What follows belongs to an exercise in optimizing a design on an open flow for a short achievable clock period and few clock cycles; a production flow would make more cautious choices.
In this exercise RTL edits were held to simulation tests only and were not proved equivalent to the original.
The flow treats the clock pin as an ideal source, which a real chip does not have.
Power figures rest on the tool's default switching activity, not on a simulated workload.

## flow/design.v

```verilog
`timescale 1ns/1ps
module top(input clk, sys_rst,
           input [15:0] din,
           output [15:0] dout,
           output dout_valid,
           output din_ack,
           output [15:0] imem_addr,
           input [31:0] imem_data,
           output halted
);
    localparam [4:0] OP_MOVSGPR = 5'd0,  OP_MOV  = 5'd1,  OP_ADD  = 5'd2,  OP_SUB  = 5'd3,
                     OP_MUL     = 5'd4,  OP_OR   = 5'd5,  OP_AND  = 5'd6,  OP_XOR  = 5'd7,
                     OP_XNOR    = 5'd8,  OP_NAND = 5'd9,  OP_NOR  = 5'd10, OP_NOT  = 5'd11,
                     OP_GPR_DM  = 5'd12, OP_DIN_DM = 5'd13, OP_DM_DOUT = 5'd14, OP_DM_GPR = 5'd15,
                     OP_JUMP    = 5'd16, OP_JC   = 5'd17, OP_JNC  = 5'd18, OP_JS   = 5'd19,
                     OP_JNS     = 5'd20, OP_JZ   = 5'd21, OP_JNZ  = 5'd22, OP_JV   = 5'd23,
                     OP_JNV     = 5'd24, OP_HALT = 5'd25;
    integer i;
    genvar g;
    reg [15:0] GPR [0:31];
    reg [255:0] data_mem;                 
    reg [15:0] SGPR;
    reg        fS, fZ, fC, fV;           
    reg [15:0] PC;                        
    reg        a_v;                       
    reg        a_ok;                      
    reg [15:0] a_pc, a_pcp1, a_pred;      
    reg        a_eqn;                     
    reg        a_bpt;                     
    reg        w_ok, y_ok;
    reg [15:0] w_pc, y_pc, y_pcp1;
    reg [31:0] w_w, y_w;
    reg        f_go;
    reg [15:0] f_pc;
    reg [31:0] f_w0, f_w1;
    reg        d_v, s_v;
    reg [31:0] d_ir, s_ir;
    reg [15:0] d_pc, d_pcp1;
    reg [15:0] s_pc, s_pcp1;
    reg        d_eqt, d_eqn, s_eqt, s_eqn;    
    reg [13:0] d_dec, s_dec;              
    reg [31:0] d_tix, d_nix, s_tix, s_nix;    
    reg        hlt;                       
    reg        halted_r;
    localparam NB = 8;
    reg [NB-1:0] bt_v;
    reg [9:0]    bt_pc  [0:NB-1];          
    reg [15:0]   bt_tgt [0:NB-1];
    reg [1:0]    bt_ctr [0:NB-1];
    reg [2:0]    bt_ptr;
    localparam NC = 32;
    reg [NC-1:0] cp_v;
    reg [10:0]   cp_tag [0:NC-1];         
    reg [31:0]   cp_w0  [0:NC-1];         
    reg [31:0]   cp_w1  [0:NC-1];         
    assign imem_addr = PC;
    wire [15:0] pc_inc = PC + 16'd1;
    reg  [15:0] bp_tgt;
    reg         bp_tk;
    always @(*) begin
        bp_tgt = 16'h0;
        bp_tk  = 1'b0;
        for (i = 0; i < NB; i = i + 1)
            if (bt_v[i] && bt_pc[i] == PC[9:0] && bt_ctr[i][1]) begin
                bp_tk  = 1'b1;
                bp_tgt = bp_tgt | bt_tgt[i];
            end
    end
    wire [15:0] pred_next = bp_tk ? bp_tgt : pc_inc;
    reg        x_v;                       
    reg        x_mul;
    reg        x_wr;                      
    reg [4:0]  x_rd;
    reg [15:0] x_a, x_bl, x_ba;           
    reg        x_cin;
    reg [15:0] x_p;                       
    reg [3:0]  x_tt;                      
    reg        x_sadd, x_slog, x_ssg;     
    reg        x_add, x_sub;
    reg        x_st, x_din, x_dout;
    reg [3:0]  x_ma;
    reg [15:0] x_mv;                      
    reg        x_br, x_jmp, x_tk;
    reg [15:0] x_pc, x_tgt;
    reg        wb_v;
    reg [4:0]  wb_rd;
    reg [15:0] wb_val;
    reg        m_v;
    reg [4:0]  m_rd;
    reg [31:0] m_s, m_c;                  
    reg        m_z;                       
    wire [31:0] m_prod;
    wire        m_zhi;
    vp_add32 madd(.s(m_s), .c(m_c), .sum(m_prod), .zhi(m_zhi));
    wire [15:0] m_lo = m_prod[15:0];
    wire [15:0] x_sum, x_log;
    wire        x_cout, x_zsum, x_zlog, x_ovf;
    wire        fl, redirect;
    wire [5:0]  fl_k;
    wire        fl_early, rd1, rd0;
    vp_alu alu(.a(x_a), .b(x_ba), .bl(x_bl), .cin(x_cin), .tt(x_tt),
               .k(fl_k), .fl_early(fl_early), .rd1(rd1), .rd0(rd0),
               .sum(x_sum), .cout(x_cout), .zsum(x_zsum), .ovf(x_ovf), .log(x_log), .zlog(x_zlog),
               .fl(fl), .redirect(redirect));
    wire [15:0] sgpr_now = m_v ? m_prod[31:16] : SGPR;
    wire [15:0] x_res_b = x_sadd ? x_sum :
                          x_slog ? x_log :
                          x_ssg  ? SGPR  : x_p;
    wire [15:0] x_res = (x_ssg & m_v) ? m_prod[31:16] : x_res_b;
    wire x_mz = (x_a == 16'h0) | (x_bl == 16'h0);
    wire xf_S = x_res[15];
    wire xf_Z = (x_ssg & m_v) ? m_zhi : ~|x_res_b;
    wire xf_C = x_add & x_cout;
    wire xf_V = (x_add | x_sub) & x_ovf;
    wire xa = x_v & ~x_mul;               
    wire eZx = x_sadd ? x_zsum : x_slog ? x_zlog : x_ssg ? ~|SGPR : ~|x_p;
    wire eSx = x_sadd ? x_sum[15] : x_slog ? x_log[15] : x_ssg ? SGPR[15] : x_p[15];
    wire eS = xa ? eSx : fS;
    wire eZ = x_v ? (x_mul ? x_mz : eZx) : (m_v ? m_z : fZ);
    wire eC = xa ? xf_C : ((x_v | m_v) ? 1'b0 : fC);
    wire eV = xa ? xf_V : ((x_v | m_v) ? 1'b0 : fV);
    reg [31:0] ms_n, mc_n;
    function [63:0] csa;    
        input [31:0] p, q, r;
        csa = {(((p & q) | (p & r) | (q & r)) << 1), p ^ q ^ r};
    endfunction
    reg [31:0] pp [0:15];
    reg [31:0] l1 [0:10];
    reg [31:0] l2 [0:7];
    reg [31:0] l3 [0:5];
    reg [31:0] l4 [0:3];
    reg [31:0] l5 [0:2];
    integer k;
    always @(*) begin
        for (k = 0; k < 16; k = k + 1)
            pp[k] = x_bl[k] ? ({16'h0, x_a} << k) : 32'h0;
        {l1[1], l1[0]}  = csa(pp[0], pp[1], pp[2]);
        {l1[3], l1[2]}  = csa(pp[3], pp[4], pp[5]);
        {l1[5], l1[4]}  = csa(pp[6], pp[7], pp[8]);
        {l1[7], l1[6]}  = csa(pp[9], pp[10], pp[11]);
        {l1[9], l1[8]}  = csa(pp[12], pp[13], pp[14]);
        l1[10] = pp[15];
        {l2[1], l2[0]}  = csa(l1[0], l1[1], l1[2]);
        {l2[3], l2[2]}  = csa(l1[3], l1[4], l1[5]);
        {l2[5], l2[4]}  = csa(l1[6], l1[7], l1[8]);
        l2[6] = l1[9];
        l2[7] = l1[10];
        {l3[1], l3[0]}  = csa(l2[0], l2[1], l2[2]);
        {l3[3], l3[2]}  = csa(l2[3], l2[4], l2[5]);
        l3[4] = l2[6];
        l3[5] = l2[7];
        {l4[1], l4[0]}  = csa(l3[0], l3[1], l3[2]);
        {l4[3], l4[2]}  = csa(l3[3], l3[4], l3[5]);
        {l5[1], l5[0]}  = csa(l4[0], l4[1], l4[2]);
        l5[2] = l4[3];
        {mc_n, ms_n}    = csa(l5[0], l5[1], l5[2]);
    end
    function [13:0] dec;
        input [31:0] w;
        reg [4:0] op;
        reg im, wr;
        begin
            op = w[31:27];
            im = w[16];
            wr = (op <= OP_NOT) || (op == OP_DM_GPR);
            dec[0]  = (op >= OP_JUMP) && (op <= OP_JNV);                  
            dec[1]  = (op == OP_JUMP);                                     
            dec[2]  = (op >= OP_JC) && (op <= OP_JNV);                     
            dec[3]  = ~op[0];                                              
            dec[4]  = (op == OP_HALT);
            dec[5]  = wr;
            dec[6]  = ((op == OP_MOV || op == OP_NOT) && !im) ||
                      (op >= OP_ADD && op <= OP_NOR) || (op == OP_GPR_DM);  
            dec[7]  = (op >= OP_ADD && op <= OP_NOR) && !im;               
            dec[8]  = ~wr;                                                 
            dec[9]  = (op == OP_JS) || (op == OP_JNS);
            dec[10] = (op == OP_JC) || (op == OP_JNC);
            dec[11] = (op == OP_JS) || (op == OP_JNS);
            dec[12] = (op == OP_JZ) || (op == OP_JNZ);
            dec[13] = (op == OP_JV) || (op == OP_JNV);
        end
    endfunction
    wire [4:0]  d_op   = d_ir[31:27];
    wire [4:0]  d_rd   = d_ir[26:22];
    wire [4:0]  d_rs1  = d_ir[21:17];
    wire        d_imm  = d_ir[16];
    wire [4:0]  d_rs2  = d_ir[15:11];
    wire [15:0] d_isrc = d_ir[15:0];
    wire d_isbr = d_dec[0];
    wire d_jmp  = d_dec[1];
    wire d_cnd  = d_dec[2];
    wire d_inv  = d_dec[3];               
    wire d_halt = d_dec[4];
    wire d_wr   = d_dec[5];
    wire d_useA = d_dec[6];
    wire d_useB = d_dec[7];
    wire d_useD = d_dec[8];
    wire d_js   = d_dec[9];
    wire eq_t  = d_eqt;
    wire eq_n  = d_eqn;
    wire stale = ~eq_t & ~eq_n;
    wire d_dep = (d_useA & (d_rs1 == x_rd)) | (d_useB & (d_rs2 == x_rd)) | (d_useD & (d_rd == x_rd));
    wire stall = (x_v & (x_mul | (x_ssg & m_v)) & d_dep) |
                 (d_js & ((x_v & x_mul) | (~x_v & m_v))) |
                 (d_cnd & x_v & x_ssg & m_v) |
                 (d_cnd & stale & (x_v | m_v));
    wire d_pop = d_v & ~stall;
    wire m_n = ~eq_n;                     
    wire m_t = ~eq_t;                     
    wire mis_f1 = d_inv ? m_n : m_t;      
    wire mis_f0 = d_inv ? m_t : m_n;      
    wire tC = d_dec[10];
    wire tS = d_dec[11];
    wire tZ = d_dec[12];
    wire tV = d_dec[13];
    wire xo = xa & ~x_sadd & ~x_slog;     
    assign fl_early = (tZ & ((xo & (x_ssg ? ~|SGPR : ~|x_p)) | (x_v & x_mul & x_mz) |
                           (~x_v & (m_v ? m_z : fZ)))) |
                    (tS & ((xo & (x_ssg ? SGPR[15] : x_p[15])) | (~xa & fS))) |
                    (tC & ~x_v & ~m_v & fC) |
                    (tV & ~x_v & ~m_v & fV);
    assign fl_k = {tV & xa & (x_add | x_sub), tC & xa & x_add, tS & xa & x_slog,
                   tS & xa & x_sadd, tZ & xa & x_slog, tZ & xa & x_sadd};
    wire m_nc = d_jmp ? m_t : m_n;
    assign rd1 = d_pop & (d_cnd ? mis_f1 : m_nc);    
    assign rd0 = d_pop & (d_cnd ? mis_f0 : m_nc);    
    wire could = rd1 | rd0;                        
    wire d_cond = d_jmp | (d_cnd & (fl ^ d_inv));    
    wire cond_r = ((tC & fC) | (tS & fS) | (tZ & fZ) | (tV & fV)) ^ d_inv;
    wire r_t = d_jmp | (d_cnd & (stale ? cond_r : m_t));
    wire xw = xa & x_wr;
    function [15:0] gsel;
        input [4:0] ix;
        integer j;
        begin
            gsel = 16'h0;
            for (j = 0; j < 32; j = j + 1)
                gsel = gsel | (GPR[j] & {16{ix == j}});
        end
    endfunction
    wire [15:0] gA = gsel(d_rs1), gB = gsel(d_rs2), gD = gsel(d_rd);
    wire [15:0] rA  = (xw && x_rd == d_rs1) ? x_res_b : (m_v && m_rd == d_rs1) ? m_lo :
                      (wb_v && wb_rd == d_rs1) ? wb_val : gA;
    wire [15:0] rB  = (xw && x_rd == d_rs2) ? x_res_b : (m_v && m_rd == d_rs2) ? m_lo :
                      (wb_v && wb_rd == d_rs2) ? wb_val : gB;
    wire [15:0] rD  = (xw && x_rd == d_rd)  ? x_res_b : (m_v && m_rd == d_rd)  ? m_lo :
                      (wb_v && wb_rd == d_rd)  ? wb_val : gD;
    wire [15:0] opB = d_imm ? d_isrc : rB;
    wire [15:0] mv  = (x_v && x_st  && x_ma == d_isrc[3:0]) ? x_a :
                      (x_v && x_din && x_ma == d_isrc[3:0]) ? din : dm_rd;
    reg [15:0] dm_rd;
    always @(*) begin
        dm_rd = 16'h0;
        for (i = 0; i < 16; i = i + 1)
            dm_rd = dm_rd | (data_mem[16*i +: 16] & {16{d_isrc[3:0] == i}});
    end
    reg [15:0] d_p;
    reg [3:0]  d_tt;
    always @(*) begin
        case (d_op)
            OP_MOV:    d_p = d_imm ? d_isrc : rA;
            OP_NOT:    d_p = d_imm ? ~d_isrc : ~rA;
            OP_DM_GPR: d_p = mv;
            default:   d_p = rD;
        endcase
        case (d_op)
            OP_OR:   d_tt = 4'b1110;
            OP_AND:  d_tt = 4'b1000;
            OP_XOR:  d_tt = 4'b0110;
            OP_XNOR: d_tt = 4'b1001;
            OP_NAND: d_tt = 4'b0111;
            default: d_tt = 4'b0001;    
        endcase
    end
    reg         t_h, n_h;
    reg  [31:0] t_w0, t_w1, n_w0, n_w1;
    always @(*) begin
        t_h = 1'b0; n_h = 1'b0;
        t_w0 = 32'h0; t_w1 = 32'h0; n_w0 = 32'h0; n_w1 = 32'h0;
        for (i = 0; i < NC; i = i + 1) begin
            t_h  = t_h  | (cp_v[i] & d_tix[i] & (cp_tag[i] == d_isrc[15:5]));
            n_h  = n_h  | (cp_v[i] & d_nix[i] & (cp_tag[i] == d_pcp1[15:5]));
            t_w0 = t_w0 | (cp_w0[i] & {32{d_tix[i]}});
            t_w1 = t_w1 | (cp_w1[i] & {32{d_tix[i]}});
            n_w0 = n_w0 | (cp_w0[i] & {32{d_nix[i]}});
            n_w1 = n_w1 | (cp_w1[i] & {32{d_nix[i]}});
        end
    end
    wire [15:0] t_a1 = d_isrc + 16'd1;
    wire [15:0] t_a2 = d_isrc + 16'd2;
    wire [15:0] n_a1 = d_pcp1 + 16'd1;
    wire [15:0] n_a2 = d_pcp1 + 16'd2;
    wire [15:0] r_a0 = r_t ? d_isrc : d_pcp1;
    wire [15:0] r_a1 = r_t ? t_a1 : n_a1;
    wire [15:0] r_a2 = r_t ? t_a2 : n_a2;
    wire [31:0] r_w0 = r_t ? t_w0 : n_w0;
    wire [31:0] r_w1 = r_t ? t_w1 : n_w1;
    wire        r_h  = r_t ? t_h : n_h;
    wire        r_s  = r_h & ~s_v;
    wire [15:0] r_pc = r_s ? r_a2 : r_h ? r_a1 : r_a0;
    wire kill_e = (d_pop & d_halt) | hlt;
    wire d_free = ~d_v | d_pop;
    wire s_v_n  = d_free ? (s_v & a_v) : (s_v | a_v);
    wire fetch_ok = ~kill_e & ~s_v_n;
    wire [15:0] a_isrc = imem_data[15:0];
    wire ej = a_v & ~a_bpt & (imem_data[31:27] == OP_JUMP);
    wire a_eqt_e = ej | (a_isrc == a_pred);
    wire a_eqn_e = ~ej & a_eqn;
    wire [31:0] a_tix = 32'h1 << imem_data[4:0];
    wire [31:0] a_nix = 32'h1 << a_pcp1[4:0];
    wire inflight = ~r_h & (r_a0 == PC);
    assign halted     = halted_r;
    assign dout       = x_mv;
    assign dout_valid = x_dout;
    assign din_ack    = x_din;
    always @(posedge clk) begin
        if (sys_rst) begin
            PC   <= 16'h0;
            a_v  <= 1'b0;
            a_ok <= 1'b0;
            w_ok <= 1'b0;
            y_ok <= 1'b0;
            d_v  <= 1'b0;
            s_v  <= 1'b0;
            hlt  <= 1'b0;
            halted_r <= 1'b0;
        end else begin
            a_ok <= 1'b1;
            w_ok <= a_ok;
            y_ok <= w_ok;
            halted_r <= hlt | (d_v & d_halt);
            if (redirect) begin
                PC  <= inflight ? pred_next : r_pc;
                a_v <= inflight;
                d_v <= r_h;
                s_v <= r_s;
            end else begin
                if (ej)
                    PC <= a_isrc;
                else if (fetch_ok)
                    PC <= pred_next;
                a_v <= fetch_ok & ~ej;
                if (kill_e) begin
                    s_v <= 1'b0;
                    if (d_pop) d_v <= 1'b0;
                end else if (d_free) begin
                    if (s_v) begin
                        d_v <= 1'b1;
                        s_v <= a_v;
                    end else
                        d_v <= a_v;
                end else
                    s_v <= s_v | a_v;
            end
            if (d_pop & d_halt) hlt <= 1'b1;
        end
    end
    always @(posedge clk) begin
        a_pc   <= PC;
        a_pcp1 <= pc_inc;
        a_pred <= pred_next;
        a_eqn  <= ~bp_tk;
        a_bpt  <= bp_tk;
        w_pc   <= a_pc;
        w_w    <= imem_data;
        y_pc   <= w_pc;
        y_pcp1 <= w_pc + 16'd1;
        y_w    <= w_w;
        if (d_free) begin
            if (redirect) begin
                d_ir <= r_w0; d_pc <= r_a0; d_pcp1 <= r_a1; d_eqt <= 1'b0; d_eqn <= 1'b1; d_dec <= dec(r_w0);
                d_tix <= 32'h0; d_nix <= 32'h1 << r_a1[4:0];
            end else if (s_v) begin
                d_ir <= s_ir; d_pc <= s_pc; d_pcp1 <= s_pcp1; d_eqt <= s_eqt; d_eqn <= s_eqn; d_dec <= s_dec;
                d_tix <= s_tix; d_nix <= s_nix;
            end else begin
                d_ir <= imem_data; d_pc <= a_pc; d_pcp1 <= a_pcp1; d_eqt <= a_eqt_e; d_eqn <= a_eqn_e; d_dec <= dec(imem_data);
                d_tix <= a_tix; d_nix <= a_nix;
            end
        end
        if (could & ~s_v) begin
            s_ir <= r_w1; s_pc <= r_a1; s_pcp1 <= r_a2; s_eqt <= 1'b0; s_eqn <= 1'b1; s_dec <= dec(r_w1);
            s_tix <= 32'h0; s_nix <= 32'h1 << r_a2[4:0];
        end else if (d_free == s_v) begin
            s_ir <= imem_data; s_pc <= a_pc; s_pcp1 <= a_pcp1; s_eqt <= a_eqt_e; s_eqn <= a_eqn_e; s_dec <= dec(imem_data);
            s_tix <= a_tix; s_nix <= a_nix;
        end
    end
    always @(posedge clk) begin
        f_pc <= y_pc;
        f_w0 <= y_w;
        f_w1 <= w_w;
        if (f_go) begin
            cp_tag[f_pc[4:0]] <= f_pc[15:5];
            cp_w0[f_pc[4:0]]  <= f_w0;
            cp_w1[f_pc[4:0]]  <= f_w1;
        end
    end
    always @(posedge clk) begin
        if (sys_rst) begin
            f_go <= 1'b0;
            cp_v <= {NC{1'b0}};
        end else begin
            f_go <= w_ok & y_ok & (w_pc == y_pcp1);
            if (f_go) cp_v[f_pc[4:0]] <= 1'b1;
        end
    end
    always @(posedge clk) begin
        if (sys_rst) begin
            x_v <= 1'b0; x_din <= 1'b0; x_dout <= 1'b0; x_br <= 1'b0; m_v <= 1'b0; wb_v <= 1'b0;
            fS <= 1'b0; fZ <= 1'b0; fC <= 1'b0; fV <= 1'b0;
        end else begin
            if (xa) begin
                fS <= xf_S; fZ <= xf_Z; fC <= xf_C; fV <= xf_V;
            end else if (m_v) begin
                fS <= m_prod[31]; fZ <= m_z; fC <= 1'b0; fV <= 1'b0;
            end
            m_v    <= x_v & x_mul;
            wb_v   <= xw;
            x_v    <= d_pop & ~hlt;
            x_din  <= d_pop & ~hlt & (d_op == OP_DIN_DM);
            x_dout <= d_pop & ~hlt & (d_op == OP_DM_DOUT);
            x_br   <= d_pop & ~hlt & d_isbr;
        end
    end
    always @(posedge clk) begin
        m_rd   <= x_rd;
        m_s    <= ms_n;
        m_c    <= mc_n;
        m_z    <= x_mz;
        x_mul  <= (d_op == OP_MUL);
        x_wr   <= d_wr;
        x_rd   <= d_rd;
        x_a    <= rA;
        x_bl   <= opB;
        x_ba   <= (d_op == OP_SUB) ? ~opB : opB;
        x_cin  <= (d_op == OP_SUB);
        x_p    <= d_p;
        x_tt   <= d_tt;
        x_sadd <= (d_op == OP_ADD) | (d_op == OP_SUB);
        x_slog <= (d_op >= OP_OR) && (d_op <= OP_NOR);
        x_ssg  <= (d_op == OP_MOVSGPR);
        x_add  <= (d_op == OP_ADD);
        x_sub  <= (d_op == OP_SUB);
        x_st   <= (d_op == OP_GPR_DM);
        x_ma   <= d_isrc[3:0];
        x_mv   <= mv;
        x_jmp  <= d_jmp;
        x_tk   <= d_cond;
        x_pc   <= d_pc;
        x_tgt  <= d_isrc;
        wb_rd  <= x_rd;
        wb_val <= x_res;
        if (m_v) begin
            GPR[m_rd] <= m_lo;
            SGPR <= m_prod[31:16];
        end
        if (wb_v) GPR[wb_rd] <= wb_val;
        for (i = 0; i < 16; i = i + 1)
            if (x_ma == i) begin
                if (x_v && x_st) data_mem[16*i +: 16] <= x_a;
                if (x_din) data_mem[16*i +: 16] <= din;
            end
    end
    reg [NB-1:0] bt_hit, u_hit;
    reg          u_br, u_tk, u_jmp;
    reg [15:0]   u_pc, u_tgt;
    always @(*) begin
        for (i = 0; i < NB; i = i + 1)
            bt_hit[i] = bt_v[i] && (bt_pc[i] == x_pc[9:0]);
    end
    always @(posedge clk) begin
        u_hit <= bt_hit;
        u_tk  <= x_tk;
        u_jmp <= x_jmp;
        u_pc  <= x_pc;
        u_tgt <= x_tgt;
        if (sys_rst)
            u_br <= 1'b0;
        else
            u_br <= x_br;
    end
    always @(posedge clk) begin
        if (sys_rst) begin
            bt_v   <= {NB{1'b0}};
            bt_ptr <= 3'd0;
        end else if (u_br && !(|u_hit) && u_tk) begin
            bt_v[bt_ptr] <= 1'b1;
            bt_ptr <= bt_ptr + 3'd1;
        end
    end
    always @(posedge clk) begin
        if (u_br) begin
            if (|u_hit) begin
                for (i = 0; i < NB; i = i + 1)
                    if (u_hit[i]) begin
                        bt_tgt[i] <= u_tgt;
                        if (u_jmp)
                            bt_ctr[i] <= 2'b11;
                        else if (u_tk)
                            bt_ctr[i] <= (bt_ctr[i] == 2'b11) ? 2'b11 : bt_ctr[i] + 2'b01;
                        else
                            bt_ctr[i] <= (bt_ctr[i] == 2'b00) ? 2'b00 : bt_ctr[i] - 2'b01;
                    end
            end else if (u_tk) begin
                bt_pc[bt_ptr]  <= u_pc[9:0];
                bt_tgt[bt_ptr] <= u_tgt;
                bt_ctr[bt_ptr] <= 2'b11;
            end
        end
    end
endmodule
module vp_alu(input [15:0] a, b, bl, input cin, input [3:0] tt,
              input [5:0] k, input fl_early, rd1, rd0,
              output [15:0] sum, output cout, zsum, ovf,
              output [15:0] log, output zlog, output fl, redirect);
    genvar g;
    wire [15:0] ag = a & b;
    wire [15:0] ap = a ^ b;
    wire [15:0] pg [0:4];
    wire [15:0] pp [0:4];
    assign pg[0] = {ag[15:1], ag[0] | (ap[0] & cin)};
    assign pp[0] = ap;
    generate
        for (g = 0; g < 4; g = g + 1) begin : ks
            localparam integer D = 1 << g;
            assign pg[g+1] = pg[g] | (pp[g] & (pg[g] << D));
            assign pp[g+1] = pp[g] & ((pp[g] << D) | {{(16-D){1'b0}}, {D{1'b1}}});
        end
        for (g = 0; g < 16; g = g + 1) begin : lg
            assign log[g] = tt[{a[g], bl[g]}];
        end
    endgenerate
    wire [16:0] c = {pg[4], cin};               
    assign sum  = ap ^ c[15:0];
    assign cout = c[16];
    assign zsum = (ap[0] == cin) & (&(ap[15:1] ~^ (a[14:0] | b[14:0])));
    assign ovf  = c[15] ^ c[16];
    assign zlog = ~|log;
    assign fl = fl_early | (k[0] & zsum) | (k[1] & zlog) | (k[2] & sum[15]) |
                (k[3] & log[15]) | (k[4] & cout) | (k[5] & ovf);
    assign redirect = fl ? rd1 : rd0;
endmodule
module vp_add32(input [31:0] s, c, output [31:0] sum, output zhi);
    assign sum = s + c;
    wire [16:0] lo = {1'b0, s[15:0]} + {1'b0, c[15:0]};
    wire [15:0] hp = s[31:16] ^ c[31:16];
    assign zhi = (hp[0] == lo[16]) & (&(hp[15:1] ~^ (s[30:16] | c[30:16])));
endmodule
```

## flow/flow/run.sh

```bash
#!/bin/bash
# Standard ORFS layout with: synthesis mapped for delay (no full-adder cells,
# modules synthesized separately), plain buffers on the ports, setup repair
# aimed well inside the clock period (stepwise after CTS, see post_cts.tcl),
# and antenna repair with a margin in global routing (pre_grt.tcl).
# The make output is in flow.log, each step's log in orfs/logs.
set -e
export BUFFER_PORTS_ARGS="-buffer_cell sky130_fd_sc_hd__buf_4"
export POST_CTS_TCL=$PWD/flow/post_cts.tcl
export PRE_GLOBAL_ROUTE_TCL=$PWD/flow/pre_grt.tcl
bash standard.sh ADDER_MAP_FILE= ABC_CLOCK_PERIOD_IN_PS=1000 SETUP_SLACK_MARGIN=7.5 TNS_END_PERCENT=5 \
    CORE_UTILIZATION=50 SYNTH_HIERARCHICAL=1 finish > flow.log 2>&1
```

## flow/flow/post_cts.tcl

```tcl
# Stronger setup repair after CTS: raise the target step by step, so that the
# repair does not stall on the worst path before the others are fixed.
foreach m {6.0 6.5 7.0 7.2 7.4 7.6 7.8} {
  log_cmd repair_timing -setup -setup_margin $m -repair_tns 100 -max_passes 200 -match_cell_footprint
}
set result [catch { detailed_placement } msg]
if { $result != 0 } { error "Detailed placement failed after repair: $msg" }
check_placement -verbose
```

## flow/flow/pre_grt.tcl

```tcl
# Repair antennas in global routing with a margin, so that detailed routing
# finds none left and does not have to route again after inserting diodes.
rename repair_antennas orfs_repair_antennas
proc repair_antennas {args} { orfs_repair_antennas {*}$args -ratio_margin 30 }
```

## flow/standard.sh

```bash
#!/bin/bash
# synth_recipe.tcl (not shown) runs the flow's synth.tcl, then flattens the netlist and writes it again
# the make line also repeats each setting of config.mk as NAME=value (left out here)
make -C /OpenROAD-flow-scripts/flow DESIGN_CONFIG=/design/flow/config.mk WORK_HOME=/design/flow/orfs CLKGATE_MAP_FILE= SYNTH_SCRIPT=/design/flow/synth_recipe.tcl "${@:-finish}"
```

## flow/config.mk

```make
export PLATFORM = sky130hd
export DESIGN_NAME = top
export DESIGN_NICKNAME = top
export VERILOG_FILES = /design/flow/design.v
export SDC_FILE = /design/flow/constraint.sdc
export NUM_CORES = 8
export LEC_CHECK = 0
export CAP_MARGIN = 20
export CORE_MARGIN = 2
export CORE_UTILIZATION = 50
export SLEW_MARGIN = 20
export SYNTH_HIERARCHICAL = 1
```

## flow/constraint.sdc

```tcl
create_clock -name core_clock -period 11.0 [get_ports {clk}]
set_input_delay 2.2000 -clock core_clock [delete_from_list [all_inputs] [get_ports {clk}]]
set_output_delay 2.2000 -clock core_clock [all_outputs]
set_load 0.01 [all_outputs]
```

==> out/metrics.cfg, run 1 <==
[drt]
vias_per_cell=7.92
drc_errors=0
detail_route.first_pass.iterations=12
vias=165991
wl_per_cell_um=48.1
antenna_left=0
drt-initial-drc-count=37143
postRouteWirelength_um=1010000

[grt]
grt-ovfl-total=0
first_global_vias=153526
antenna_found_initial=208
grt_util_all_layers_pct=50.4
grt_max_degree=86
grt_pass1_wl_um=1330000

[floorplan]
coreArea_um2=379000
die_x_um=622
rows=226
start_util_pct=50.3
dieArea_um2=387000
die_height_um=622
ioPinCount=85

[pwr]
power.leakage_nw=76.1
power_w=0.0489
worst_ir_drop_vdd_uv=489
p_per_area_nw_per_um2=211

[finish]
layout-drive-gt1-share_pct=19.7
area_growth_pct=21.1
fin_nets=15457

[worst_setup_path]
worstSetupEndpointType=flop
critical_path.startpoint_type=flop
cp_data_arrival_time_ns=4.83
crit_required_ns=11.92
crit_type=reg -> reg
r2r_slack_ns=7.08
worstPathMaxFanout=15

[logic_synthesis]
synth.avg_cell_area_um2=13.0
postSynthCellCount=14683
yosys_warnings=14
synthesis.area_um2=191000

[placed_design]
dpl.hpwl_um=537000
dp_slack_ns=5.05
gp_congestion=0.996
numPortBuffers=84

[sta]
setup_viol=0
tightest_slew_ns=1.51
rsz0062_at_grt=yes
drv_slew=7
hold_violations=0
tns_ns=0
relSlewSlack_pct=-0.881
fin_worst_skew_ns=0.102
holdWs_ns=0.321
timing.fmax_ghz=0.255
setup_slack_ns=7.08
fin_crit_ns=3.92
timing.final.crit_share_pct=35.6

[clock_tree]
cts_tree=built
cts_sinks=4209
clk_pin_slew_ns=0.07
clk_latency_ns=1.09

[job]
cap_violations=0

[status]
check.faults=max-slew violations
status=failed layout checks

[min_path]
hp-class=reg -> reg

## per-layer routing
| layer | share of wire, % | global-route usage [%] | routed length, um |
|---|---|---|---|
| met1 | 32 | 60.4 | 321000 |
| met3 | 17 | 22.2 | 175000 |
| met4 | 11 | 40.3 | 109000 |
| met2 | 40 | 70.3 | 401000 |
| met5 | 0.096 | 0.494 | 964 |
## worst max-delay path: stages, from the launching register on
cell and delay, ns:
edfxtp_1 0.59, buf_4 0.59, nand3_1 0.15, nor4_1 0.56, a22oi_1 0.24, nand4_1 0.22, or4_4 0.15, o211ai_1 0.17
buf_6 0.19, buf_12 0.13, or2_2 0.28, nand2_1 0.07, nand3_1 0.09, a311oi_1 0.30
## power by group
part / internal (W) / switching (W)
clock: 0.00921 / 0.00683
sequential: 0.0184 / 0.000636
combinational: 0.00536 / 0.00847
## final cells by class
cell class / instances / area (um2)
flip-flops and latches: 4209 / 121000
clock buffers: 578 / 12200
multi-input cells: 9309 / 71100
clock inverters: 251 / 3140
fillers: 28858 / 148000
well taps: 5016 / 6280
inverters: 104 / 405
diodes: 134 / 335
repair buffers: 1345 / 17100
## state kept, by name, indices dropped and copies added (netlist names), 80 cells and up
| register | count |
|---|---|
| cp_w0 | 1024 |
| cp_tag | 352 |
| bt_tgt | 128 |
| bt_pc | 80 |
| GPR | 512 |
| cp_w1 | 1024 |
| data_mem | 256 |
## cells in the final DEF, fill, tap and decap left out, drive strengths merged, types with 218 or more instances in the layout
cell type  count
a22oi       1306
xnor2       1078
nor3         218
a21oi        326
xor2         402
a22o         855
nand4        576
nor4         218
dfxtp        577
a221oi       881
nand2        886
clkbuf       578
edfxtp      3632
buf         1311
nor2         714
nand3        298
o21ai        284
## stage by stage
step | instances | cell area, um2 | utilization (%)
global route | 20885 | 231000 | 60.9
finish | 20946 | 231000 | 61.0
floorplan | 14709 | 191000 | -
global placement | 19302 | 199000 | 52.5
detailed placement | 19315 | 200000 | 52.6
## path summary, 6_finish.rpt
path                                 end  startpoint  cells after the start
worst min register to register  f_pc[14]    y_pc[14]                      0
worst max-delay path              PC[11]    d_tix[3]                     13
worst max register to register    PC[11]    d_tix[3]                     13
worst min-delay path            f_pc[14]    y_pc[14]                      0
Testbench counts, summed over its fixed seeds: cycles 72,093.
==> run 2, diff against run 1 <==
--- a/flow/design.v
+++ b/flow/design.v
@@ -39,7 +39,8 @@
     reg [15:0] s_pc, s_pcp1;
     reg        d_eqt, d_eqn, s_eqt, s_eqn;    
     reg [13:0] d_dec, s_dec;              
-    reg [31:0] d_tix, d_nix, s_tix, s_nix;    
+    reg [31:0] d_o1, d_o2, d_od, s_o1, s_o2, s_od;   
+    reg [31:0] d_tix0, d_tix1, d_tix2, d_nix0, d_nix1, d_nix2, s_tix, s_nix;
     reg        hlt;                       
     reg        halted_r;
     localparam NB = 8;
@@ -229,16 +230,16 @@
     wire cond_r = ((tC & fC) | (tS & fS) | (tZ & fZ) | (tV & fV)) ^ d_inv;
     wire r_t = d_jmp | (d_cnd & (stale ? cond_r : m_t));
     wire xw = xa & x_wr;
-    function [15:0] gsel;
-        input [4:0] ix;
+    function [15:0] gsel1;
+        input [31:0] oh;
         integer j;
         begin
-            gsel = 16'h0;
+            gsel1 = 16'h0;
             for (j = 0; j < 32; j = j + 1)
-                gsel = gsel | (GPR[j] & {16{ix == j}});
+                gsel1 = gsel1 | (GPR[j] & {16{oh[j]}});
         end
     endfunction
-    wire [15:0] gA = gsel(d_rs1), gB = gsel(d_rs2), gD = gsel(d_rd);
+    wire [15:0] gA = gsel1(d_o1), gB = gsel1(d_o2), gD = gsel1(d_od);
     wire [15:0] rA  = (xw && x_rd == d_rs1) ? x_res_b : (m_v && m_rd == d_rs1) ? m_lo :
                       (wb_v && wb_rd == d_rs1) ? wb_val : gA;
     wire [15:0] rB  = (xw && x_rd == d_rs2) ? x_res_b : (m_v && m_rd == d_rs2) ? m_lo :
@@ -278,12 +279,12 @@
         t_h = 1'b0; n_h = 1'b0;
         t_w0 = 32'h0; t_w1 = 32'h0; n_w0 = 32'h0; n_w1 = 32'h0;
         for (i = 0; i < NC; i = i + 1) begin
-            t_h  = t_h  | (cp_v[i] & d_tix[i] & (cp_tag[i] == d_isrc[15:5]));
-            n_h  = n_h  | (cp_v[i] & d_nix[i] & (cp_tag[i] == d_pcp1[15:5]));
-            t_w0 = t_w0 | (cp_w0[i] & {32{d_tix[i]}});
-            t_w1 = t_w1 | (cp_w1[i] & {32{d_tix[i]}});
-            n_w0 = n_w0 | (cp_w0[i] & {32{d_nix[i]}});
-            n_w1 = n_w1 | (cp_w1[i] & {32{d_nix[i]}});
+            t_h  = t_h  | (cp_v[i] & d_tix0[i] & (cp_tag[i] == d_isrc[15:5]));
+            n_h  = n_h  | (cp_v[i] & d_nix0[i] & (cp_tag[i] == d_pcp1[15:5]));
+            t_w0 = t_w0 | (cp_w0[i] & {32{d_tix1[i]}});
+            t_w1 = t_w1 | (cp_w1[i] & {32{d_tix2[i]}});
+            n_w0 = n_w0 | (cp_w0[i] & {32{d_nix1[i]}});
+            n_w1 = n_w1 | (cp_w1[i] & {32{d_nix2[i]}});
         end
     end
     wire [15:0] t_a1 = d_isrc + 16'd1;
@@ -308,6 +309,9 @@
     wire a_eqn_e = ~ej & a_eqn;
     wire [31:0] a_tix = 32'h1 << imem_data[4:0];
     wire [31:0] a_nix = 32'h1 << a_pcp1[4:0];
+    wire [31:0] a_o1 = 32'h1 << imem_data[21:17];
+    wire [31:0] a_o2 = 32'h1 << imem_data[15:11];
+    wire [31:0] a_od = 32'h1 << imem_data[26:22];
     wire inflight = ~r_h & (r_a0 == PC);
     assign halted     = halted_r;
     assign dout       = x_mv;
@@ -369,21 +373,29 @@
         if (d_free) begin
             if (redirect) begin
                 d_ir <= r_w0; d_pc <= r_a0; d_pcp1 <= r_a1; d_eqt <= 1'b0; d_eqn <= 1'b1; d_dec <= dec(r_w0);
-                d_tix <= 32'h0; d_nix <= 32'h1 << r_a1[4:0];
+                d_tix0 <= 32'h0; d_tix1 <= 32'h0; d_tix2 <= 32'h0;
+                d_nix0 <= 32'h1 << r_a1[4:0]; d_nix1 <= 32'h1 << r_a1[4:0]; d_nix2 <= 32'h1 << r_a1[4:0];
+                d_o1 <= 32'h1 << r_w0[21:17]; d_o2 <= 32'h1 << r_w0[15:11]; d_od <= 32'h1 << r_w0[26:22];
             end else if (s_v) begin
                 d_ir <= s_ir; d_pc <= s_pc; d_pcp1 <= s_pcp1; d_eqt <= s_eqt; d_eqn <= s_eqn; d_dec <= s_dec;
-                d_tix <= s_tix; d_nix <= s_nix;
+                d_tix0 <= s_tix; d_tix1 <= s_tix; d_tix2 <= s_tix;
+                d_nix0 <= s_nix; d_nix1 <= s_nix; d_nix2 <= s_nix;
+                d_o1 <= s_o1; d_o2 <= s_o2; d_od <= s_od;
             end else begin
                 d_ir <= imem_data; d_pc <= a_pc; d_pcp1 <= a_pcp1; d_eqt <= a_eqt_e; d_eqn <= a_eqn_e; d_dec <= dec(imem_data);
-                d_tix <= a_tix; d_nix <= a_nix;
+                d_tix0 <= a_tix; d_tix1 <= a_tix & {32{a_v}}; d_tix2 <= a_tix & {32{a_ok}};
+                d_nix0 <= a_nix; d_nix1 <= a_nix & {32{a_v}}; d_nix2 <= a_nix & {32{a_ok}};
+                d_o1 <= a_o1; d_o2 <= a_o2; d_od <= a_od;
             end
         end
         if (could & ~s_v) begin
             s_ir <= r_w1; s_pc <= r_a1; s_pcp1 <= r_a2; s_eqt <= 1'b0; s_eqn <= 1'b1; s_dec <= dec(r_w1);
             s_tix <= 32'h0; s_nix <= 32'h1 << r_a2[4:0];
+            s_o1 <= 32'h1 << r_w1[21:17]; s_o2 <= 32'h1 << r_w1[15:11]; s_od <= 32'h1 << r_w1[26:22];
         end else if (d_free == s_v) begin
             s_ir <= imem_data; s_pc <= a_pc; s_pcp1 <= a_pcp1; s_eqt <= a_eqt_e; s_eqn <= a_eqn_e; s_dec <= dec(imem_data);
             s_tix <= a_tix; s_nix <= a_nix;
+            s_o1 <= a_o1; s_o2 <= a_o2; s_od <= a_od;
         end
     end
     always @(posedge clk) begin
==> run 2 against run 1 <==
  * The run now finishes clean
  * Hold slack got worse by 0.0067 ns
  * Setup slack got worse by 0.040 ns
  * First-iteration DRC count shrank 1.3%
  * Highest routed layer unchanged
==> out/metrics.cfg, run 2 <==
[placed_design]
dp_cells=20696  ; +7.1%
numPortBuffers=84  ; unchanged
dpl.hpwl_um=554000  ; +3.1%
dp_slack_ns=5.72  ; +0.678 ns
gp_congestion=0.995  ; about the same

[pwr]
clkPwrFrac_pct=31.4  ; -1.4 points
intPower_w=0.0357  ; +8.3%
p_switching_w=0.0173  ; +8.9%
seqPwrFrac_pct=38.7  ; -0.2 points
power.leakage_nw=83.5  ; +9.6%
power_w=0.0531  ; +8.4%
netSwitchingFraction_pct=32.7  ; +0.12 points
worst_ir_drop_vdd_uv=351  ; -28%
combPwrFrac_pct=29.9  ; +1.6 points
p_per_area_nw_per_um2=215  ; +1.8%

[worst_setup_path]
critical_path.startpoint_type=flop
crit_required_ns=11.80  ; -0.12 ns
crit_type=reg -> reg
worstSetupEndpointType=flop
worstPathMaxFanout=13  ; -2
cp_data_arrival_time_ns=4.75  ; -0.08 ns

[drt]
wl_per_cell_um=45.5  ; -5.2%
drc_errors=0  ; unchanged
vias_per_cell=7.74  ; -2.4%
detail_route.first_pass.iterations=17  ; +5
drt-initial-drc-count=36677  ; -1.3%
vias=173187  ; +4.3%
antenna_left=0  ; unchanged
postRouteWirelength_um=1020000  ; +1.2%

[floorplan]
ioPinCount=85  ; unchanged
die_height_um=644  ; +3.5%
dieArea_um2=414000  ; +7.0%
die_x_um=644  ; +3.5%
rows=234  ; +3.5%
coreArea_um2=407000  ; +7.2%
start_util_pct=50.3  ; about the same

[clock_tree]
cts_sinks=4529  ; +7.6%
cts_tree=built
clk_pin_slew_ns=0.06  ; about the same
clk_latency_ns=1.12  ; +0.03 ns

[min_path]
hp-class=reg -> reg

[finish]
fin_nets=16467  ; +6.5%
final_cell_count_no_fill=22381  ; +6.9%
final_common_cell=edfxtp_1
area_growth_pct=20.5
layout-drive-gt1-share_pct=20.0  ; +0.28 points
final_cell_mix=edfxtp_1, a22oi_1, nand2_1

[sta]
fin_crit_ns=3.96  ; +0.0403 ns
setup_slack_ns=7.04  ; -0.0403 ns
hold_violations=0  ; unchanged
rsz0062_at_grt=yes
drv_slew=0  ; -7
relSlewSlack_pct=10.8  ; +12 points
setup_viol=0  ; unchanged
timing.fmax_ghz=0.253  ; -1.0%
tns_ns=0  ; unchanged
fin_worst_skew_ns=0.134  ; +0.0319 ns
tightest_slew_ns=1.34  ; -0.176 ns
timing.final.crit_share_pct=36.0  ; +0.37 points

[grt]
first_global_vias=160813  ; +4.7%
grt_pass1_wl_um=1360000  ; +1.9%
grt_max_degree=132  ; +53%
grt-ovfl-total=0  ; unchanged
grt_util_all_layers_pct=47.7  ; -2.7 points
antenna_found_initial=174  ; -16%

[logic_synthesis]
postSynthCellCount=15643  ; +6.5%
synthesis.area_um2=205000  ; +7.1%
yosys_warnings=14  ; unchanged
synth.avg_cell_area_um2=13.1  ; +0.51%

[status]
status=finished clean

[job]
cap_violations=0  ; unchanged

## run 2: final timing paths
| kind | from | end | slack (ns) | cells after the start |
|---|---|---|---|---|
| worst min-delay path | y_pc[3] | f_pc[3] | 0.31 | 0 |
| worst max-delay path | x_bl[2] | d_ir[14] | 7.04 | 16 |
| worst min register to register | y_pc[3] | f_pc[3] | 0.31 | 0 |
| worst max register to register | x_bl[2] | d_ir[14] | 7.04 | 16 |
## run 2: metrics by stage
step | utilization (%) | area, um2 | hold WS (ns)
finish | 60.6 | 246000 | 0.315
global placement | 52.5 | 214000 | 0.310
global route | 60.6 | 246000 | 0.323
floorplan | - | 205000 | 0.310
detailed placement | 52.6 | 214000 | 0.312
## run 2: area by class of cell
cell class	count	area [um2]
diodes	127	318
multi-input cells	9838	76000
flip-flops and latches	4529	130000
repair buffers	1411	16400
fillers	31235	160000
inverters	166	656
repair inverters	2	31.3
clock inverters	265	2970
clock buffers	615	12800
well taps	5428	6790
## run 2: power by group through the flow
| stage | Clock [W] | Sequential (W) | Combinational, W |
|---|---|---|---|
| after global routing | 0.0172 | 0.0206 | 0.0165 |
| final | 0.0167 | 0.0205 | 0.0159 |
| after floorplan | 0 | 0.0205 | 0.00878 |
| after global placement | 0 | 0.0208 | 0.0128 |
| after detailed placement | 0 | 0.0208 | 0.0129 |
## run 2: metal layers
metal	part of all wire (%)	track usage, %	vias up
met4	11	40.0	69
met1	32	56.0	84071
met2	40	66.8	18729
li1	-	-	64337
met5	0.12	1.61	-
met3	17	21.0	5981
## run 2: critical path: stages, from the launching register on
cell and delay, ns:
dfxtp_2 0.41, buf_12 0.17, nor4_1 0.06, nand4_1 0.17, a21oi_1 0.15, o31ai_1 0.24
o311ai_1 0.14, a31o_2 0.24, a221oi_2 0.17, o211ai_1 0.14, a211o_4 0.32, buf_4 0.15
buf_12 0.12, buf_12 0.14, mux2_4 0.49, buf_6 0.20, a21oi_4 0.34
Testbench counts of run 2, summed over its fixed seeds: cycles 72,093.
==> run 3, diff against run 2 <==
--- a/flow/design.v
+++ b/flow/design.v
@@ -373,7 +373,7 @@
         if (d_free) begin
             if (redirect) begin
                 d_ir <= r_w0; d_pc <= r_a0; d_pcp1 <= r_a1; d_eqt <= 1'b0; d_eqn <= 1'b1; d_dec <= dec(r_w0);
-                d_tix0 <= 32'h0; d_tix1 <= 32'h0; d_tix2 <= 32'h0;
+                d_tix0 <= 32'h1 << r_w0[4:0]; d_tix1 <= 32'h1 << r_w0[4:0]; d_tix2 <= 32'h1 << r_w0[4:0];
                 d_nix0 <= 32'h1 << r_a1[4:0]; d_nix1 <= 32'h1 << r_a1[4:0]; d_nix2 <= 32'h1 << r_a1[4:0];
                 d_o1 <= 32'h1 << r_w0[21:17]; d_o2 <= 32'h1 << r_w0[15:11]; d_od <= 32'h1 << r_w0[26:22];
             end else if (s_v) begin
@@ -390,7 +390,7 @@
         end
         if (could & ~s_v) begin
             s_ir <= r_w1; s_pc <= r_a1; s_pcp1 <= r_a2; s_eqt <= 1'b0; s_eqn <= 1'b1; s_dec <= dec(r_w1);
-            s_tix <= 32'h0; s_nix <= 32'h1 << r_a2[4:0];
+            s_tix <= 32'h1 << r_w1[4:0]; s_nix <= 32'h1 << r_a2[4:0];
             s_o1 <= 32'h1 << r_w1[21:17]; s_o2 <= 32'h1 << r_w1[15:11]; s_od <= 32'h1 << r_w1[26:22];
         end else if (d_free == s_v) begin
             s_ir <= imem_data; s_pc <= a_pc; s_pcp1 <= a_pcp1; s_eqt <= a_eqt_e; s_eqn <= a_eqn_e; s_dec <= dec(imem_data);
==> flow/flow/run.sh (replaced) <==
#!/bin/bash
# Standard ORFS layout with: synthesis mapped for delay (no full-adder cells,
# modules synthesized separately), plain buffers on the ports, setup repair
# aimed well inside the clock period (stepwise after CTS, see post_cts.tcl),
# antenna repair with a margin in global routing (pre_grt.tcl), and a wider
# slew margin for the repair of slews before routing.
# The make output is in flow.log, each step's log in orfs/logs.
set -e
export BUFFER_PORTS_ARGS="-buffer_cell sky130_fd_sc_hd__buf_4"
export POST_CTS_TCL=$PWD/flow/post_cts.tcl
export PRE_GLOBAL_ROUTE_TCL=$PWD/flow/pre_grt.tcl
bash standard.sh ADDER_MAP_FILE= ABC_CLOCK_PERIOD_IN_PS=1000 SETUP_SLACK_MARGIN=7.5 TNS_END_PERCENT=5 \
    CORE_UTILIZATION=50 SYNTH_HIERARCHICAL=1 SLEW_MARGIN=40 finish > flow.log 2>&1
--- a/flow/config.mk
+++ b/flow/config.mk
@@ -8,5 +8,5 @@
 export CAP_MARGIN = 20
 export CORE_MARGIN = 2
 export CORE_UTILIZATION = 50
-export SLEW_MARGIN = 20
+export SLEW_MARGIN = 40
 export SYNTH_HIERARCHICAL = 1
==> run 3 against run 2 <==
  * Maximum frequency increased by 3.2%
  * Setup slack improved by 0.12 ns
  * Wire length decreased by 1.1%
  * Die area increased by 0.21%
  * Hold slack improved by 0.00059 ns
  * Utilization decreased by 0.11 points
  * Power increased by 0.39%
  * Critical path type is now reg -> out
==> out/metrics.cfg, run 3 <==
[sta]
timing.final.crit_share_pct=34.8  ; -1.1 points
tightest_slew_ns=1.14  ; -0.197 ns
holdWs_ns=0.315  ; +0.000589 ns
fin_crit_ns=3.83  ; -0.124 ns
relSlewSlack_pct=24.0  ; +13 points
timing.fmax_ghz=0.261  ; +3.2%
tns_ns=0  ; unchanged
drv_slew=0  ; unchanged
setup_viol=0  ; unchanged
hold_violations=0  ; unchanged
rsz0062_at_grt=yes
fin_worst_skew_ns=0.128  ; -0.00610 ns

[status]
status=finished clean

[drt]
wl_per_cell_um=45.0  ; -1.2%
drt-initial-drc-count=37323  ; +1.8%
vias_per_cell=7.70  ; -0.53%
drc_errors=0  ; unchanged
met2WireLength_um=403000  ; -1.6%
antenna_left=0  ; unchanged
routed.top_layer=met5
detail_route.first_pass.iterations=14  ; -3
postRouteWirelength_um=1010000  ; -1.1%
vias=172476  ; -0.41%
wl_met1_um=331000  ; +2.2%
dr_wl_met3_um=169000  ; -1.7%

[worst_setup_path]
crit_required_ns=8.80  ; -3.00 ns
cp_data_arrival_time_ns=1.63  ; -3.12 ns
crit_path_cell_trace=buf_12 -> buf_6
max_stage_delay_ns=0.35  ; -0.14 ns
slowest_stage=dfxtp_4
reg2reg_depth=12  ; -4
worstPathMaxFanout=3  ; -10
rr_startpoint=d_nix1[28]
startpoint=PC[5]
reg2reg_to=d_dec[6]
critical_path.startpoint_type=flop
crit_path_end=imem_addr[5]
crit_type=reg -> out
worstSetupEndpointType=output port
r2r_slack_ns=7.23  ; +0.19 ns

[finish]
fin_nets=16451  ; -0.097%
fin_area_um2=247000  ; +0.39%
utilization_pct=60.5  ; -0.11 points
final_common_cell=edfxtp_1
layout-drive-gt1-share_pct=21.0  ; +1.0 points
area_growth_pct=20.7
final_cell_mix=edfxtp_1, a22oi_1, buf_4
final_cell_count_no_fill=22409  ; +0.13%

[grt]
grt_pass1_wl_um=1350000  ; -0.66%
grt-ovfl-total=0  ; unchanged
antenna_found_initial=175  ; +0.57%
grt_util_all_layers_pct=47.1  ; -0.55 points
grt_max_degree=86  ; -35%
first_global_vias=160363  ; -0.28%

[pwr]
clkPwrFrac_pct=30.9  ; -0.5 points
power.leakage_nw=83.3  ; -0.14%
p_per_area_nw_per_um2=215  ; about the same
seqPwrFrac_pct=38.7  ; about the same
combPwrFrac_pct=30.4  ; +0.5 points
netSwitchingFraction_pct=32.6  ; -0.085 points
p_switching_w=0.0174  ; +0.13%
worst_ir_drop_vdd_uv=525  ; +49%
intPower_w=0.0359  ; +0.52%

[placed_design]
numPortBuffers=84  ; unchanged
postPlaceCellArea_um2=215000  ; +0.77%
dp_cells=20697  ; +0.0048%
dpl.hpwl_um=544000  ; -1.7%
gp_congestion=0.964  ; -3.1%

[floorplan]
coreArea_um2=409000  ; +0.57%
start_util_pct=50.1  ; -0.18 points
dieArea_um2=415000  ; +0.21%
rows=235  ; +0.43%
ioPinCount=85  ; unchanged
die_x_um=644  ; +0.11%
die_height_um=644  ; +0.11%

[logic_synthesis]
yosys_warnings=14  ; unchanged
synthesis.area_um2=205000  ; +0.21%
postSynthCellCount=15578  ; -0.42%
synth.avg_cell_area_um2=13.2  ; +0.63%

[min_path]
hp-class=reg -> reg

[clock_tree]
clk_pin_slew_ns=0.06  ; about the same
cts_tree=built
clk_latency_ns=1.10  ; -0.02 ns
cts_sinks=4529  ; unchanged

[job]
cap_violations=0  ; unchanged

==> run 3: cell types whose count changed in the layout (fill, tap and decap cells not counted), moves of 70 or more <==
cell      change
o22ai_2      -88
dfxtp_1      -78
o21ai_1     +101
nand2_1     -167
buf_6       +109
a221oi_1    -129
o21ai_2      +70
a22oi_1     +375
a22o_1      -120
==> run 3: through the flow <==
step                      total power (W)  setup WS (ns)
final                              0.0533           7.17
after global routing               0.0545           7.16
after detailed placement           0.0334           5.21
after global placement             0.0332           5.23
after floorplan                    0.0290           4.73
==> run 3: area by class of cell <==
type | count | area [um2]
clock buffers | 601 | 12800
multi-input cells | 9792 | 75900
repair buffers | 1464 | 17200
clock inverters | 274 | 2840
diodes | 151 | 378
inverters | 147 | 598
fillers | 31323 | 162000
flip-flops and latches | 4529 | 131000
well taps | 5451 | 6820
==> run 3: how the worst min path moves through the flow <==
stage	startpoint	slack, ns	end	depth (start not counted)
detailed placement	w_w[2]	0.31	f_w1[2]	0
floorplan	y_pc[0]	0.31	f_pc[0]	0
global placement	w_w[15]	0.31	f_w1[15]	0
finish	y_pc[12]	0.32	f_pc[12]	0
global route	w_w[9]	0.32	f_w1[9]	0
==> run 3: routing by layer <==
metal / track usage, % / vias to the layer above
li1: - / 64397
met1: 57.4 / 83949
met2: 65.1 / 18355
met3: 20.1 / 5691
met4: 37.5 / 84
met5: 1.12 / -
==> run 3: power by group through the flow <==
| stage | clock [W] | combinational (W) | sequential (W) |
|---|---|---|---|
| global placement | 0 | 0.0123 | 0.0209 |
| detailed placement | 0 | 0.0125 | 0.0209 |
| finish | 0.0165 | 0.0162 | 0.0206 |
| floorplan | 0 | 0.00847 | 0.0206 |
| global route | 0.0170 | 0.0169 | 0.0206 |
==> run 3: critical path, delay by kind of cell, from the launching register on <==
kind,cells,cell delay [ns]
buf+inv,2,0.24
flops,1,0.35
Testbench counts of run 3, summed over its fixed seeds: cycles 71,631.
==> run 4, diff against run 3 <==
==> flow/flow/run.sh (replaced) <==
#!/bin/bash
# Standard ORFS layout with: synthesis mapped for delay (no full-adder cells,
# modules synthesized separately), plain buffers on the ports, setup repair
# aimed well inside the clock period (stepwise after CTS, see post_cts.tcl),
# antenna repair with a margin in global and detailed routing (pre_grt.tcl,
# pre_drt.tcl), a wider slew margin for the repair of slews before routing,
# and larger clock tree clusters.
# The make output is in flow.log, each step's log in orfs/logs.
set -e
export BUFFER_PORTS_ARGS="-buffer_cell sky130_fd_sc_hd__buf_4"
export POST_CTS_TCL=$PWD/flow/post_cts.tcl
export PRE_GLOBAL_ROUTE_TCL=$PWD/flow/pre_grt.tcl
export PRE_DETAIL_ROUTE_TCL=$PWD/flow/pre_drt.tcl
bash standard.sh ADDER_MAP_FILE= ABC_CLOCK_PERIOD_IN_PS=1000 SETUP_SLACK_MARGIN=7.5 TNS_END_PERCENT=5 \
    CORE_UTILIZATION=50 SYNTH_HIERARCHICAL=1 SLEW_MARGIN=40 CTS_CLUSTER_SIZE=25 CTS_CLUSTER_DIAMETER=150 \
    finish > flow.log 2>&1
==> flow/flow/pre_drt.tcl (new file) <==
# Repair antennas after detailed routing with a margin, so that the next
# detailed routing is more likely to leave none.
rename repair_antennas orfs_repair_antennas
proc repair_antennas {args} { return [orfs_repair_antennas {*}$args -ratio_margin 30] }
--- a/flow/config.mk
+++ b/flow/config.mk
@@ -8,5 +8,7 @@
 export CAP_MARGIN = 20
 export CORE_MARGIN = 2
 export CORE_UTILIZATION = 50
+export CTS_CLUSTER_DIAMETER = 150
+export CTS_CLUSTER_SIZE = 25
 export SLEW_MARGIN = 40
 export SYNTH_HIERARCHICAL = 1
==> run 4 against run 3 <==
  * Highest routed layer unchanged
  * Maximum frequency shrank 0.40%
  * Critical endpoint is now imem_addr[2]
  * Hold slack gained 0.015 ns
  * Sequential share of layout area increased by 1.8 points
  * First-iteration DRC count fell by 3.8%
  * Synthesized area stayed put
  * Clock-buffer cell count decreased by 230
==> out/metrics.cfg, run 4 <==
[sta]
timing.fmax_ghz=0.260  ; -0.40%
tns_ns=0  ; unchanged
holdWs_ns=0.331  ; +0.0155 ns
drv_slew=0  ; unchanged
timing.final.crit_share_pct=35.0  ; +0.14 points
rsz0062_at_grt=yes
tightest_slew_ns=1.05  ; -0.0883 ns
fin_crit_ns=3.85  ; +0.0154 ns
fin_worst_skew_ns=0.0993  ; -0.0287 ns
hold_violations=0  ; unchanged
relSlewSlack_pct=29.9  ; +5.9 points
setup_viol=0  ; unchanged

[worst_setup_path]
rr_startpoint=d_tix1[17]
crit_required_ns=8.80  ; about the same
critical_path.startpoint_type=flop
startpoint=PC[2]
crit_type=reg -> out
worstPathMaxFanout=2  ; -1
worstSetupEndpointType=output port
r2r_slack_ns=7.21  ; -0.02 ns
reg2reg_depth=12  ; unchanged
cp_data_arrival_time_ns=1.65  ; +0.02 ns

[floorplan]
ioPinCount=85  ; unchanged
die_height_um=644  ; unchanged
die_x_um=644  ; unchanged
coreArea_um2=409000  ; unchanged
dieArea_um2=415000  ; unchanged
start_util_pct=50.1  ; unchanged
rows=235  ; unchanged

[placed_design]
dpl.hpwl_um=544000  ; unchanged
gp_congestion=0.964  ; unchanged
numPortBuffers=84  ; unchanged

[finish]
area_growth_pct=16.7
fill_cells=32082  ; +2.4%
layout-drive-gt1-share_pct=18.7  ; -2.3 points
multi_input_area_um2=76300  ; +0.43%
seqCellArea_um2=131000  ; about the same
final_cell_mix=edfxtp_1, a22oi_1, buf_4
fin_nets=16204  ; -1.5%
final_common_cell=edfxtp_1

[clock_tree]
cts_sinks=4529  ; unchanged
cts_tree=built
clk_pin_slew_ns=0.11  ; +0.05 ns
clk_latency_ns=1.09  ; about the same

[pwr]
power.leakage_nw=79.1  ; -5.0%
worst_ir_drop_vdd_uv=481  ; -8.2%
p_per_area_nw_per_um2=191  ; -11%

[job]
cap_violations=0  ; unchanged

[status]
status=finished clean

[logic_synthesis]
synthesis.area_um2=205000  ; unchanged
postSynthCellCount=15578  ; unchanged
synth.avg_cell_area_um2=13.2  ; unchanged
yosys_warnings=14  ; unchanged

[drt]
postRouteWirelength_um=1010000  ; about the same
vias_per_cell=7.85  ; +2.0%
antenna_left=0  ; unchanged
detail_route.first_pass.iterations=14  ; unchanged
drt-initial-drc-count=35891  ; -3.8%
vias=173573  ; +0.64%
wl_per_cell_um=45.7  ; +1.5%
drc_errors=0  ; unchanged

[grt]
grt_pass1_wl_um=1350000  ; -0.19%
first_global_vias=157713  ; -1.7%
grt_max_degree=86  ; unchanged
antenna_found_initial=180  ; +2.9%
grt-ovfl-total=0  ; unchanged
grt_util_all_layers_pct=47.1  ; about the same

[min_path]
hp-class=reg -> reg
min_path_cells=0  ; unchanged
hp-start=a_pc[12]

==> run 4: critical path: stages, from the launching register on <==
cell	delay, ns
dfxtp_2	0.34
buf_12	0.14
buf_6	0.12
==> run 4: power breakdown <==
group          internal (W)  switching, W  total, W  leakage, nW
sequential           0.0199      0.000676    0.0206         41.6
clock               0.00364       0.00571   0.00935         2.81
combinational       0.00643       0.00945    0.0159         34.7
total                0.0300        0.0158    0.0458         79.1
==> run 4: final timing paths <==
check | to
worst max-delay path | imem_addr[2]
worst min-delay path | w_pc[12]
worst max register to register | d_o2[4]
worst min register to register | w_pc[12]
==> run 4: area by class of cell <==
cell class                      instances  share of cell area [%]
Sequential cell                      4529                    54.7
Multi-Input combinational cell       9795                    31.9
Timing Repair Buffer                 1477                    7.54
Tap cell                             5451                    2.85
Clock buffer                          371                    2.44
Antenna cell                          326                   0.341
Inverter                              147                   0.253
Clock inverter                          6                  0.0329
Timing Repair inverter                  1                 0.00261
==> run 4: stage by stage <==
step / utilization (%) / cells / cell area (um2) / total power [W] / worst slack, ns
finish: 58.5 / 22103 / 239000 / 0.0458 / 7.15
floorplan: - / 15604 / 205000 / 0.0290 / 4.73
detailed placement: 52.7 / 20697 / 215000 / 0.0334 / 5.21
global placement: 52.3 / 20644 / 214000 / 0.0332 / 5.23
global route: 58.4 / 21890 / 239000 / 0.0469 / 7.15
==> run 4: per-layer routing <==
metal,routed length [um],track usage [%],vias to the layer above,part of all wire (%)
li1,-,-,63867,-
met1,334000,57.8,84665,33
met2,407000,65.5,19218,40
met3,167000,20.1,5770,17
met4,101000,36.3,53,10
met5,499,0.636,-,0.049

static timing again, ports no longer ideal:
Ports are ideal in the flow. The routed layouts listed here were re-timed in OpenROAD. Step 1 (the two cells are an assumption about what drives the block):
set clk [get_ports {clk}]
set_driving_cell -lib_cell sky130_fd_sc_hd__clkbuf_16 $clk
set_driving_cell -lib_cell sky130_fd_sc_hd__buf_2 [delete_from_list [all_inputs] $clk]
Step 2 also shifts input and output timing later by t, the mid clock arrival at the registers, as if the neighbouring blocks saw the same clock. Slacks: no drivers / after step 1 / after step 2; pairs: no drivers / after step 1.
run	t (ns)	setup WS [ns]	worst register clock-pin slew, ns
run 1	1.155	7.084 / 6.988 / 6.426	0.07 / 0.07
run 2	1.185	7.044 / 6.944 / 6.377	0.07 / 0.07
run 3	1.160	7.168 / 7.048 / 6.537	0.07 / 0.07
run 4	1.172	7.153 / 7.025 / 6.331	0.12 / 0.12
The setup slack of run 4, which loses most, moves by -0.128 ns with the drivers and by -0.822 ns with both steps.
